This design comes from an exercise in tuning for small area and a short achievable clock period on the open sky130 flow, not from production work.
RTL that was checked went through simulation tests only; none was proved equivalent to the original.
No activity file was given, so power comes from the tool's default toggle rates.

old:
==> flow/design.v (excerpt) <==
module FourBitBP(
    input clk,
    input [2:0] branchID,
    input outcome,
    input reset,
    output reg miss
    );
Size in the first run: roughly 1300 cells after synthesis, ~310 flip-flops, roughly 13000 µm² of cells after synthesis.
clock: 6.0 ns
lec_check: 0
abc_area: 1
cap_margin: 20
core_margin: 2
core_utilization: 40
cts_buf_list: sky130_fd_sc_hd__clkbuf_8
cts_cluster_diameter: 70
cts_cluster_size: 15
setup_slack_margin: 3.8
slew_margin: 20
run.sh (not shown) runs the stock make flow with config.mk's settings and CLKGATE_MAP_FILE= SYNTH_SCRIPT=/design/flow/synth_recipe.tcl, a recipe that flattens the netlist after the stock synthesis.
Setup changes, old to new
# old
export LEC_CHECK = 0
export ABC_AREA = 1
export CAP_MARGIN = 20
export CORE_MARGIN = 2
export CORE_UTILIZATION = 40
export CTS_BUF_LIST = sky130_fd_sc_hd__clkbuf_8
export CTS_CLUSTER_DIAMETER = 70
export CTS_CLUSTER_SIZE = 15
export SETUP_SLACK_MARGIN = 3.8
export SLEW_MARGIN = 20
create_clock -name core_clock -period 6.0 [get_ports {clk}]
# new
export LEC_CHECK = 0
export ABC_AREA = 1
export CAP_MARGIN = 20
export CORE_MARGIN = 2
export CORE_UTILIZATION = 40
export CTS_BUF_LIST = sky130_fd_sc_hd__clkbuf_8
export CTS_CLUSTER_DIAMETER = 70
export CTS_CLUSTER_SIZE = 15
export SETUP_SLACK_MARGIN = 3.7
export SLEW_MARGIN = 20
create_clock -name core_clock -period 6.0 [get_ports {clk}]
==> comparison <==
The via count was comparable across new and old.
Power: new vs old, no meaningful difference
Layout overhead on the synthesized area for new: 0.33 points down relative to old
No functional check of the RTL was part of any run of this note.

== before ==
FourBitBP, a different RTL version from the one above (not shown whole).
For scale: roughly 1500 cells after synthesis, about 310 flip-flops, about 7 I/O pins, about 14000 µm² of cells after synthesis.
==> flow/design.v (excerpt) <==
module FourBitBP(
    input clk,
    input [2:0] branchID,
    input outcome,
    input reset,
    output reg miss
    );
clock: 6.0 ns
lec_check: 0
abc_area: 1
cap_margin: 20
core_margin: 2
core_utilization: 40
cts_buf_list: sky130_fd_sc_hd__clkbuf_8
cts_cluster_diameter: 60
cts_cluster_size: 12
setup_slack_margin: 3.7
slew_margin: 20
synth_hierarchical: 1
The following lists how after was set up differently from before:
Settings: ABC_AREA: 1 -> unset.
Results
[compare] base=before new=after: sequential portion of the cell area saw an increase; final critical-path share of the clock period saw an increase; total instance count after detailed placement saw a decrease; worst clock skew saw an increase.
Comparing before and after, the higher power share of the combinational group was measured on before.
Met1 track utilization from global routing, before and after: higher on before
Taking before as the reference, in after simple-gate area share of the yosys netlist fell 13 points, die area fell 2800 µm², setup slack fell 0.41 ns.
No run of this note included a check of the RTL's function; only the layout flow was run.

## fjord
FourBitBP, a different RTL version from the one above (not shown whole).
For scale: about 7 I/O pins, about 13,000 um^2 of cells after synthesis.
Settings: LEC_CHECK=0, ABC_AREA=1, CAP_MARGIN=20, CORE_MARGIN=2, CORE_UTILIZATION=40, CTS_BUF_LIST=sky130_fd_sc_hd__clkbuf_8, CTS_CLUSTER_DIAMETER=80, CTS_CLUSTER_SIZE=18, SETUP_SLACK_MARGIN=3.7, SLEW_MARGIN=20; clock period 6.0 ns.
> inputs changed (fjord -> delta)
==> flow/config.mk <==
export PLATFORM = sky130hd
export DESIGN_NAME = FourBitBP
export DESIGN_NICKNAME = FourBitBP
export VERILOG_FILES = /design/flow/design.v
export SDC_FILE = /design/flow/constraint.sdc
export NUM_CORES = 4
export LEC_CHECK = 0
export ABC_CLOCK_PERIOD_IN_PS = 2300
export CAP_MARGIN = 20
export CORE_MARGIN = 2
export CORE_UTILIZATION = 65
export CTS_BUF_LIST = sky130_fd_sc_hd__clkbuf_4
export SETUP_SLACK_MARGIN = 3.7
export SLEW_MARGIN = 20
Results
- First-pass GRT wire length (delta over fjord): decrease, 1.2 mm
- delta against fjord: non-clock buffer instance count of the final layout moved up; total number of placement rows moved down; cell area moved up; internal power component moved up.
- Comparing delta and fjord, clock period minus final worst setup slack is higher on delta.
- Compared with fjord, delta shows setup slack lower by 0.18 ns.
- in2reg as the start-to-end type of the worst setup path was reported by delta, and reg2out by fjord.
- Most common cell after layout, fill and taps aside = sky130_fd_sc_hd__edfxtp_1: delta; most common cell after layout, fill and taps aside = sky130_fd_sc_hd__nor2_1: fjord
- Clock tree buffer count of the final layout for delta: 440% up relative to fjord
- Final HPWL from detailed placement is higher on fjord
## Diff of input files: yarrow against delta
==> flow/config.mk <==
export PLATFORM = sky130hd
export DESIGN_NAME = FourBitBP
export DESIGN_NICKNAME = FourBitBP
export VERILOG_FILES = /design/flow/design.v
export SDC_FILE = /design/flow/constraint.sdc
export NUM_CORES = 4
export LEC_CHECK = 0
export ABC_AREA = 1
export CAP_MARGIN = 0
export CORE_MARGIN = 2
export CORE_UTILIZATION = 40
export CTS_BUF_LIST = sky130_fd_sc_hd__clkbuf_8
export CTS_CLUSTER_DIAMETER = 70
export CTS_CLUSTER_SIZE = 15
export SETUP_SLACK_MARGIN = 3.7
export SLEW_MARGIN = 0
==> comparison <==
Row peak per-stage delay on the critical path: yarrow lower / delta higher. Comparing delta and yarrow, the higher internal power is on delta. delta -> yarrow: total power decreased by more than 10%. Going from delta to yarrow, the routed length on met2 was found to have gone up by about 2%. Via count: yarrow better than delta. Compared with delta, yarrow shows tap cell instance count that has gone up by more than a quarter. On yarrow: fraction of met1 tracks used by global routing is 16 points lower than what delta gave. On clock power share: between delta and yarrow, it ends up lower for yarrow.
## Diff of input files: willow against yarrow
==> flow/config.mk <==
export PLATFORM = sky130hd
export DESIGN_NAME = FourBitBP
export DESIGN_NICKNAME = FourBitBP
export VERILOG_FILES = /design/flow/design.v
export SDC_FILE = /design/flow/constraint.sdc
export NUM_CORES = 4
export LEC_CHECK = 0
export ABC_CLOCK_PERIOD_IN_PS = 2300
export CAP_MARGIN = 20
export CORE_MARGIN = 2
export CORE_UTILIZATION = 40
export CTS_BUF_LIST = sky130_fd_sc_hd__clkbuf_4
export SETUP_SLACK_MARGIN = 3.7
export SLEW_MARGIN = 20
## What came out
Compared with yarrow, willow shows fraction of power consumed by the clock network higher by 9.6 points.
In the reports for yarrow and willow, the larger number of distinct library cells after synthesis belongs to willow.
willow | status: complete | timing, DRC, antenna: pass
Cmp willow vs yarrow: non-clock buffer count higher in willow
Changes observed in willow relative to yarrow: count of clock-buffer cells in the layout went up 83; clock power +56%; number of levels in the clock H-tree rose 2.

FourBitBP again, from the RTL that the note above started with.
export LEC_CHECK = 0
export ABC_CLOCK_PERIOD_IN_PS = 2300
export CAP_MARGIN = 20
export CORE_MARGIN = 2
export CORE_UTILIZATION = 40
export CTS_BUF_LIST = sky130_fd_sc_hd__clkbuf_4 sky130_fd_sc_hd__clkbuf_8
export CTS_CLUSTER_SIZE = 30
export SETUP_SLACK_MARGIN = 3.7
export SLEW_MARGIN = 20
create_clock -name core_clock -period 6.0 [get_ports {clk}]
The first run produced a clean layout.
Next try:
ABC_AREA = 1   (was not set)
ABC_CLOCK_PERIOD_IN_PS = not set   (was 2300)
CTS_BUF_LIST = sky130_fd_sc_hd__clkbuf_8   (was sky130_fd_sc_hd__clkbuf_4 sky130_fd_sc_hd__clkbuf_8)
CTS_CLUSTER_DIAMETER = 70   (was not set)
CTS_CLUSTER_SIZE = 15   (was 30)
SETUP_SLACK_MARGIN = 3.55   (was 3.7)
Effect:
- non-clock buffer count is lower by 43
- fmax is higher by 2.4%
- utilization is lower by 2.2 points
- final cell count is higher by 8.8%
- cell area is lower by 7.7%
- worst hold slack is worse by 0.047 ns
- worst setup slack is better by 0.056 ns
- routed wire length barely changes
- global-route usage is higher by 1.3 points
- clock skew is higher by 0.0043 ns
Next try:
CTS_BUF_LIST = sky130_fd_sc_hd__clkbuf_16   (was sky130_fd_sc_hd__clkbuf_8)
CTS_CLUSTER_DIAMETER = 100   (was 70)
CTS_CLUSTER_SIZE = 16   (was 15)
SETUP_SLACK_MARGIN = 3.7   (was 3.55)
The changed run went through all stages and came out clean.
Area after synthesis does not change.
Worst setup slack gets better by 0.052 ns.
Clock-buffer cell count is lower by 4.
Via count goes down by 0.78%.
Sequential cell count is unchanged.
Hold slack hardly moves.
Wire length hardly moves.
Power went up by 7.7%.
First-iteration DRC count came out lower by 5.8%.
Utilization climbs by 0.84 points.
Next try:
CTS_BUF_LIST = sky130_fd_sc_hd__clkbuf_8   (was sky130_fd_sc_hd__clkbuf_16)
CTS_CLUSTER_DIAMETER = 70   (was 100)
CTS_CLUSTER_SIZE = 14   (was 16)
What happened:
- The new run finished with timing, DRC and antenna clean
- routed wire length barely changes
- critical path depth fell by 2
- worst hold slack stays flat
- fmax rose by 3.5%
- die area stays the same
- utilization fell by 0.67 points
- count of clock-buffer cells in the layout rose by 2
- first-iteration DRC count fell by 2.1%
- final area fell by 1.5%
- clock power fell by 24%
- sequential share of layout area rose by 0.90 points
Next try:
ABC_AREA = not set   (was 1)
ABC_CLOCK_PERIOD_IN_PS = 2300   (was not set)
CTS_BUF_LIST = not set   (was sky130_fd_sc_hd__clkbuf_8)
CTS_CLUSTER_DIAMETER = not set   (was 70)
CTS_CLUSTER_SIZE = not set   (was 14)
Result: Count of clock-buffer cells in the layout came out higher by 13. Routed wire length decreases by 0.79%. Area after synthesis is higher by 3.2%. Core utilization rose by 2.2 points.

FourBitBP again, from the RTL that the note above started with.
make LEC_CHECK=0 ABC_AREA=1 CAP_MARGIN=20 CORE_MARGIN=2 CORE_UTILIZATION=40 CTS_BUF_LIST=sky130_fd_sc_hd__clkbuf_8 CTS_CLUSTER_DIAMETER=60 CTS_CLUSTER_SIZE=12 SETUP_SLACK_MARGIN=3.9 SLEW_MARGIN=20 finish   # period 6.0 ns
Rerun with:
Settings changed: CTS_CLUSTER_DIAMETER 60 to 70, CTS_CLUSTER_SIZE 12 to 15, SETUP_SLACK_MARGIN 3.9 to 3.7.
Result: Worst setup slack improved by 4.8 ps. Count of clock-buffer cells in the layout is lower by 5. Register-to-register slack degrades by 50 ps. Core utilization came out lower by 1.2 points. Flip-flop and latch count stays the same. Die area does not change. Sequential power hardly moves.
Rerun with:
Settings changed: CTS_BUF_LIST sky130_fd_sc_hd__clkbuf_8 to sky130_fd_sc_hd__clkbuf_8 sky130_fd_sc_hd__clkbuf_16.
- The new run completed with no timing, DRC or antenna violations
- hold slack got worse by 7.6 ps
- non-clock buffer count stays the same
- core utilization goes up by 0.88 points
- combinational power barely changes
- via count goes up by 0.69%
- total power goes up by 10%
- sequential power is about the same
- setup slack got worse by 38 ps
- area after synthesis stays the same
- first-iteration DRC count goes down by 15%
Rerun with:
Settings changed: CTS_BUF_LIST sky130_fd_sc_hd__clkbuf_8 sky130_fd_sc_hd__clkbuf_16 to sky130_fd_sc_hd__clkbuf_8, PLACE_DENSITY from default to 0.75.
After rerunning: The changed run produced a clean layout; clock skew climbs by 9.1 ps; die area is unchanged; final cell count stays flat; core utilization fell by 0.91 points; flip-flop and latch count stays the same; first-iteration DRC count increases by about 60%; global-route usage drops by 0.86 points; register-to-register slack hardly moves.

== run A ==
FourBitBP again, from the RTL that the note above started with.
// FourBitBP
module FourBitBP(
    input clk,
    input [2:0] branchID,
    input outcome,
    input reset,
    output reg miss
    );
    reg [3:0] BHT [0:7];
    reg [1:0] Counters [0:127];
    reg       rst_r;             
    reg [2:0] bid_r;             
    reg [3:0] h_r;               
    reg [1:0] c_r;               
    reg       o_r;               
    reg       self_r;            
    wire [1:0] wd_r = rst_r ? 2'b00 :
                      {(c_r[1] & c_r[0]) | (o_r & (c_r[1] | c_r[0])),
                       (c_r[1] & ~c_r[0]) | (o_r & (c_r[1] | ~c_r[0]))};
    wire [7:0]  we_b;
    wire [15:0] we_h;
    wire [1:0]  cb [0:7];
    genvar b, j;
    generate
        for (b = 0; b < 8; b = b + 1) begin : g_rd
            assign we_b[b] = rst_r | (bid_r == b);
            assign cb[b] = (rst_r | (self_r & (bid_r == b))) ? wd_r :
                           Counters[{b[2:0], BHT[b]}];
        end
        for (j = 0; j < 16; j = j + 1) begin : g_weh
            assign we_h[j] = rst_r | (h_r == j);
        end
    endgenerate
    wire [1:0] c = cb[branchID];
    wire [3:0] h = BHT[branchID];
    always @(posedge clk) begin
        miss   <= ~reset & (c[1] ^ outcome);
        rst_r  <= reset;
  ...
Settings: LEC_CHECK=0, ABC_AREA=1, CAP_MARGIN=20, CORE_MARGIN=2, CORE_UTILIZATION=40, CTS_BUF_LIST=sky130_fd_sc_hd__clkbuf_4, SETUP_SLACK_MARGIN=3.7, SLEW_MARGIN=20; clock period 6.0 ns.
The final layout from run A, which completed every stage, passed the timing, DRC and antenna checks at the end of the flow.
What run B does differently from run A at the input level:
Settings: putting PLACE_DENSITY at 0.45 where nothing was set; putting CTS_CLUSTER_SIZE at 15 where nothing was set; putting CTS_CLUSTER_DIAMETER at 70 where nothing was set; swapping sky130_fd_sc_hd__clkbuf_4 for sky130_fd_sc_hd__clkbuf_8 in CTS_BUF_LIST.
==> results.txt <==
Between run A and run B, number of standard cells in the layout, taps in and fillers out is lower for run B, run A comes in above that.
Compared with run A, the router placed fewer vias in run B.
Run A: full flow OK, the timing, DRC and antenna checks passed
Run B went all the way through the flow, and no timing, DRC or antenna check failed.
Of run A and run B, the run reporting the lower worst setup timing slack at the placement stage was run A.
Sum of routed wire length over all layers ends up lower on run A.
The sequential share of layout area of run B exceeds that of run A by 2.4 points.
Run A has lower worst slew margin relative to its limit than run B.
Run B reports a lower portion of total power attributed to the clock network than run A does.
Maximum number of pins on one net before global-route repair, run A and run B: higher on run B
diff inputs: run B => run C
Settings: a change of CTS_CLUSTER_SIZE from 15 to 12; a deleted PLACE_DENSITY that had been 0.45; a change of CTS_CLUSTER_DIAMETER from 70 to 60.
==> comparison <==
On required time at the endpoint of the critical path, the higher figure sits with run B, not run C.
What run C reported for sum of net half-perimeters after detailed placement has to be multiplied by 1.17 to get the figure for run B.
Comparing run B and run C, the higher slew at the pin closest to its max-slew limit was measured on run C.

== the reference run ==
Another version of the RTL of FourBitBP (not shown whole).
Size in the first run: roughly 1900 cells after synthesis, ~300 flip-flops, roughly 7 I/O pins, about 15000 um^2 of cells after synthesis.
Settings: LEC_CHECK=0, CAP_MARGIN=20, CORE_MARGIN=2, CORE_UTILIZATION=40, SLEW_MARGIN=20; clock period 6.0 ns.
What the trial run does differently from the reference run at the input level:
# the reference run
export LEC_CHECK = 0
export CAP_MARGIN = 20
export CORE_MARGIN = 2
export CORE_UTILIZATION = 40
export SLEW_MARGIN = 20
create_clock -name core_clock -period 6.0 [get_ports {clk}]
# the trial run
export LEC_CHECK = 0
export ABC_CLOCK_PERIOD_IN_PS = 2300
export CAP_MARGIN = 20
export CORE_MARGIN = 2
export CORE_UTILIZATION = 40
export SETUP_SLACK_MARGIN = 3.7
export SLEW_MARGIN = 20
create_clock -name core_clock -period 6.0 [get_ports {clk}]
## What came out
In the tables for the trial run and the reference run, largest net degree at the start of global routing reads lower with the trial run. Compared with the reference run, the trial run ends up with a larger final cell area. Comparing the reference run against the trial run, there is no change at all in number of well taps.
No run of this note included a check of the RTL's function; only the layout flow was run.

== wip/delta ==
RTL: one of the versions met above, not the one the previous note started from.
Size in the first run: roughly 1,300 cells after synthesis, ~7 I/O pins, ~0.013 mm2 of cells after synthesis.
Design FourBitBP, start of the top module:
module FourBitBP(
    input clk,
    input [2:0] branchID,
    input outcome,
    input reset,
    output reg miss
    );
==> flow/config.mk <==
export PLATFORM = sky130hd
export DESIGN_NAME = FourBitBP
export DESIGN_NICKNAME = FourBitBP
export VERILOG_FILES = /design/flow/design.v
export SDC_FILE = /design/flow/constraint.sdc
export NUM_CORES = 4
export LEC_CHECK = 0
export ABC_AREA = 1
export CAP_MARGIN = 20
export CORE_MARGIN = 2
export CORE_UTILIZATION = 40
export CTS_BUF_LIST = sky130_fd_sc_hd__clkbuf_16
export CTS_CLUSTER_DIAMETER = 100
export CTS_CLUSTER_SIZE = 16
export SETUP_SLACK_MARGIN = 3.7
export SLEW_MARGIN = 20
==> flow/constraint.sdc <==
create_clock -name core_clock -period 6.0 [get_ports {clk}]
set_input_delay 1.2000 -clock core_clock [delete_from_list [all_inputs] [get_ports {clk}]]
set_output_delay 1.2000 -clock core_clock [all_outputs]
set_load 0.01 [all_outputs]
The following lists how wip/ember was set up differently from wip/delta:
- CTS_CLUSTER_DIAMETER: 100 -> 60
- CTS_BUF_LIST: sky130_fd_sc_hd__clkbuf_16 -> sky130_fd_sc_hd__clkbuf_8
- CTS_CLUSTER_SIZE: 16 -> 12
--- outcome ---
Diff wip/ember..wip/delta | die boundary width | negligible
wip/delta → wip/ember: wire length of the first global-routing pass has increased, design area now sits lower, utilization went down by 0.22 points, number of clock-tree buffers in the layout up about 50%, post-route worst setup slack fell 30 ps.
For wip/delta, the type of the worst setup path was primary input to register, unlike wip/ember, where it was register to output pin.
No run of this note included a check of the RTL's function; only the layout flow was run.

[port drivers added, routing unchanged]
The flow's constraints put no driver on any port. The routed layouts listed below were extracted and timed again, unchanged, in two steps.
Step 1 assumes that a clkbuf_16 drives the clock port and a buf_2 every other input.
Step 2, shift: input delay + t, output delay - t, t = (earliest + latest rising clock arrival at the registers) / 2. This alone moves slack from input paths to output paths.
a / b / c = ideal ports / drivers / drivers and shift; a / b = the first two.
run | shift t [ns] | slack for setup (ns) | worst register clock-pin slew, ns | worst slew at a driven data input, ns
old | 0.627 | 3.732 / 3.683 / 3.180 | 0.11 / 0.11 | 0.06
new | 0.630 | 3.667 / 3.618 / 3.193 | 0.11 / 0.11 | 0.06
before | 0.646 | 3.721 / 3.671 / 3.127 | 0.09 / 0.09 | 0.06
after | 0.623 | 3.315 / 3.332 / 2.710 | 0.09 / 0.09 | 0.04
fjord | 0.603 | 3.764 / 3.720 / 3.152 | 0.12 / 0.12 | 0.07
delta | 0.704 | 3.582 / 3.587 / 2.883 | 0.08 / 0.08 | 0.06
yarrow | 0.605 | 3.723 / 3.707 / 3.105 | 0.11 / 0.11 | 0.06
willow | 0.714 | 3.570 / 3.570 / 2.961 | 0.07 / 0.07 | 0.05
the first run of note 4 | 0.607 | 3.576 / 3.576 / 2.984 | 0.07 / 0.07 | 0.13
the second run of note 4 | 0.603 | 3.632 / 3.589 / 3.146 | 0.11 / 0.11 | 0.04
the third run of note 4 | 0.572 | 3.684 / 3.684 / 3.205 | 0.08 / 0.08 | 0.07
the fourth run of note 4 | 0.605 | 3.762 / 3.721 / 3.123 | 0.10 / 0.10 | 0.07
the fifth run of note 4 | 0.602 | 3.565 / 3.542 / 2.940 | 0.07 / 0.07 | 0.14
the first run of note 5 | 0.633 | 3.755 / 3.706 / 3.319 | 0.09 / 0.09 | 0.09
the second run of note 5 | 0.617 | 3.760 / 3.717 / 3.183 | 0.11 / 0.11 | 0.07
the third run of note 5 | 0.570 | 3.721 / 3.694 / 3.125 | 0.07 / 0.07 | 0.07
the fourth run of note 5 | 0.610 | 3.739 / 3.718 / 3.126 | 0.11 / 0.11 | 0.08
run A | 0.728 | 3.651 / 3.604 / 3.026 | 0.08 / 0.08 | 0.07
run B | 0.611 | 3.727 / 3.718 / 3.147 | 0.10 / 0.10 | 0.07
run C | 0.628 | 3.764 / 3.721 / 3.197 | 0.09 / 0.09 | 0.08
the reference run | 0.570 | 2.312 / 2.289 / 1.719 | 0.06 / 0.06 | 0.09
the trial run | 0.560 | 3.527 / 3.487 / 2.926 | 0.06 / 0.06 | 0.11
wip/delta | 0.566 | 3.734 / 3.690 / 3.161 | 0.08 / 0.08 | 0.06
wip/ember | 0.651 | 3.703 / 3.655 / 3.166 | 0.09 / 0.09 | 0.06
After both steps every run listed still meets setup and hold. The setup slack of delta, which loses most, moves by +0.005 ns with the drivers and by -0.699 ns with both steps.
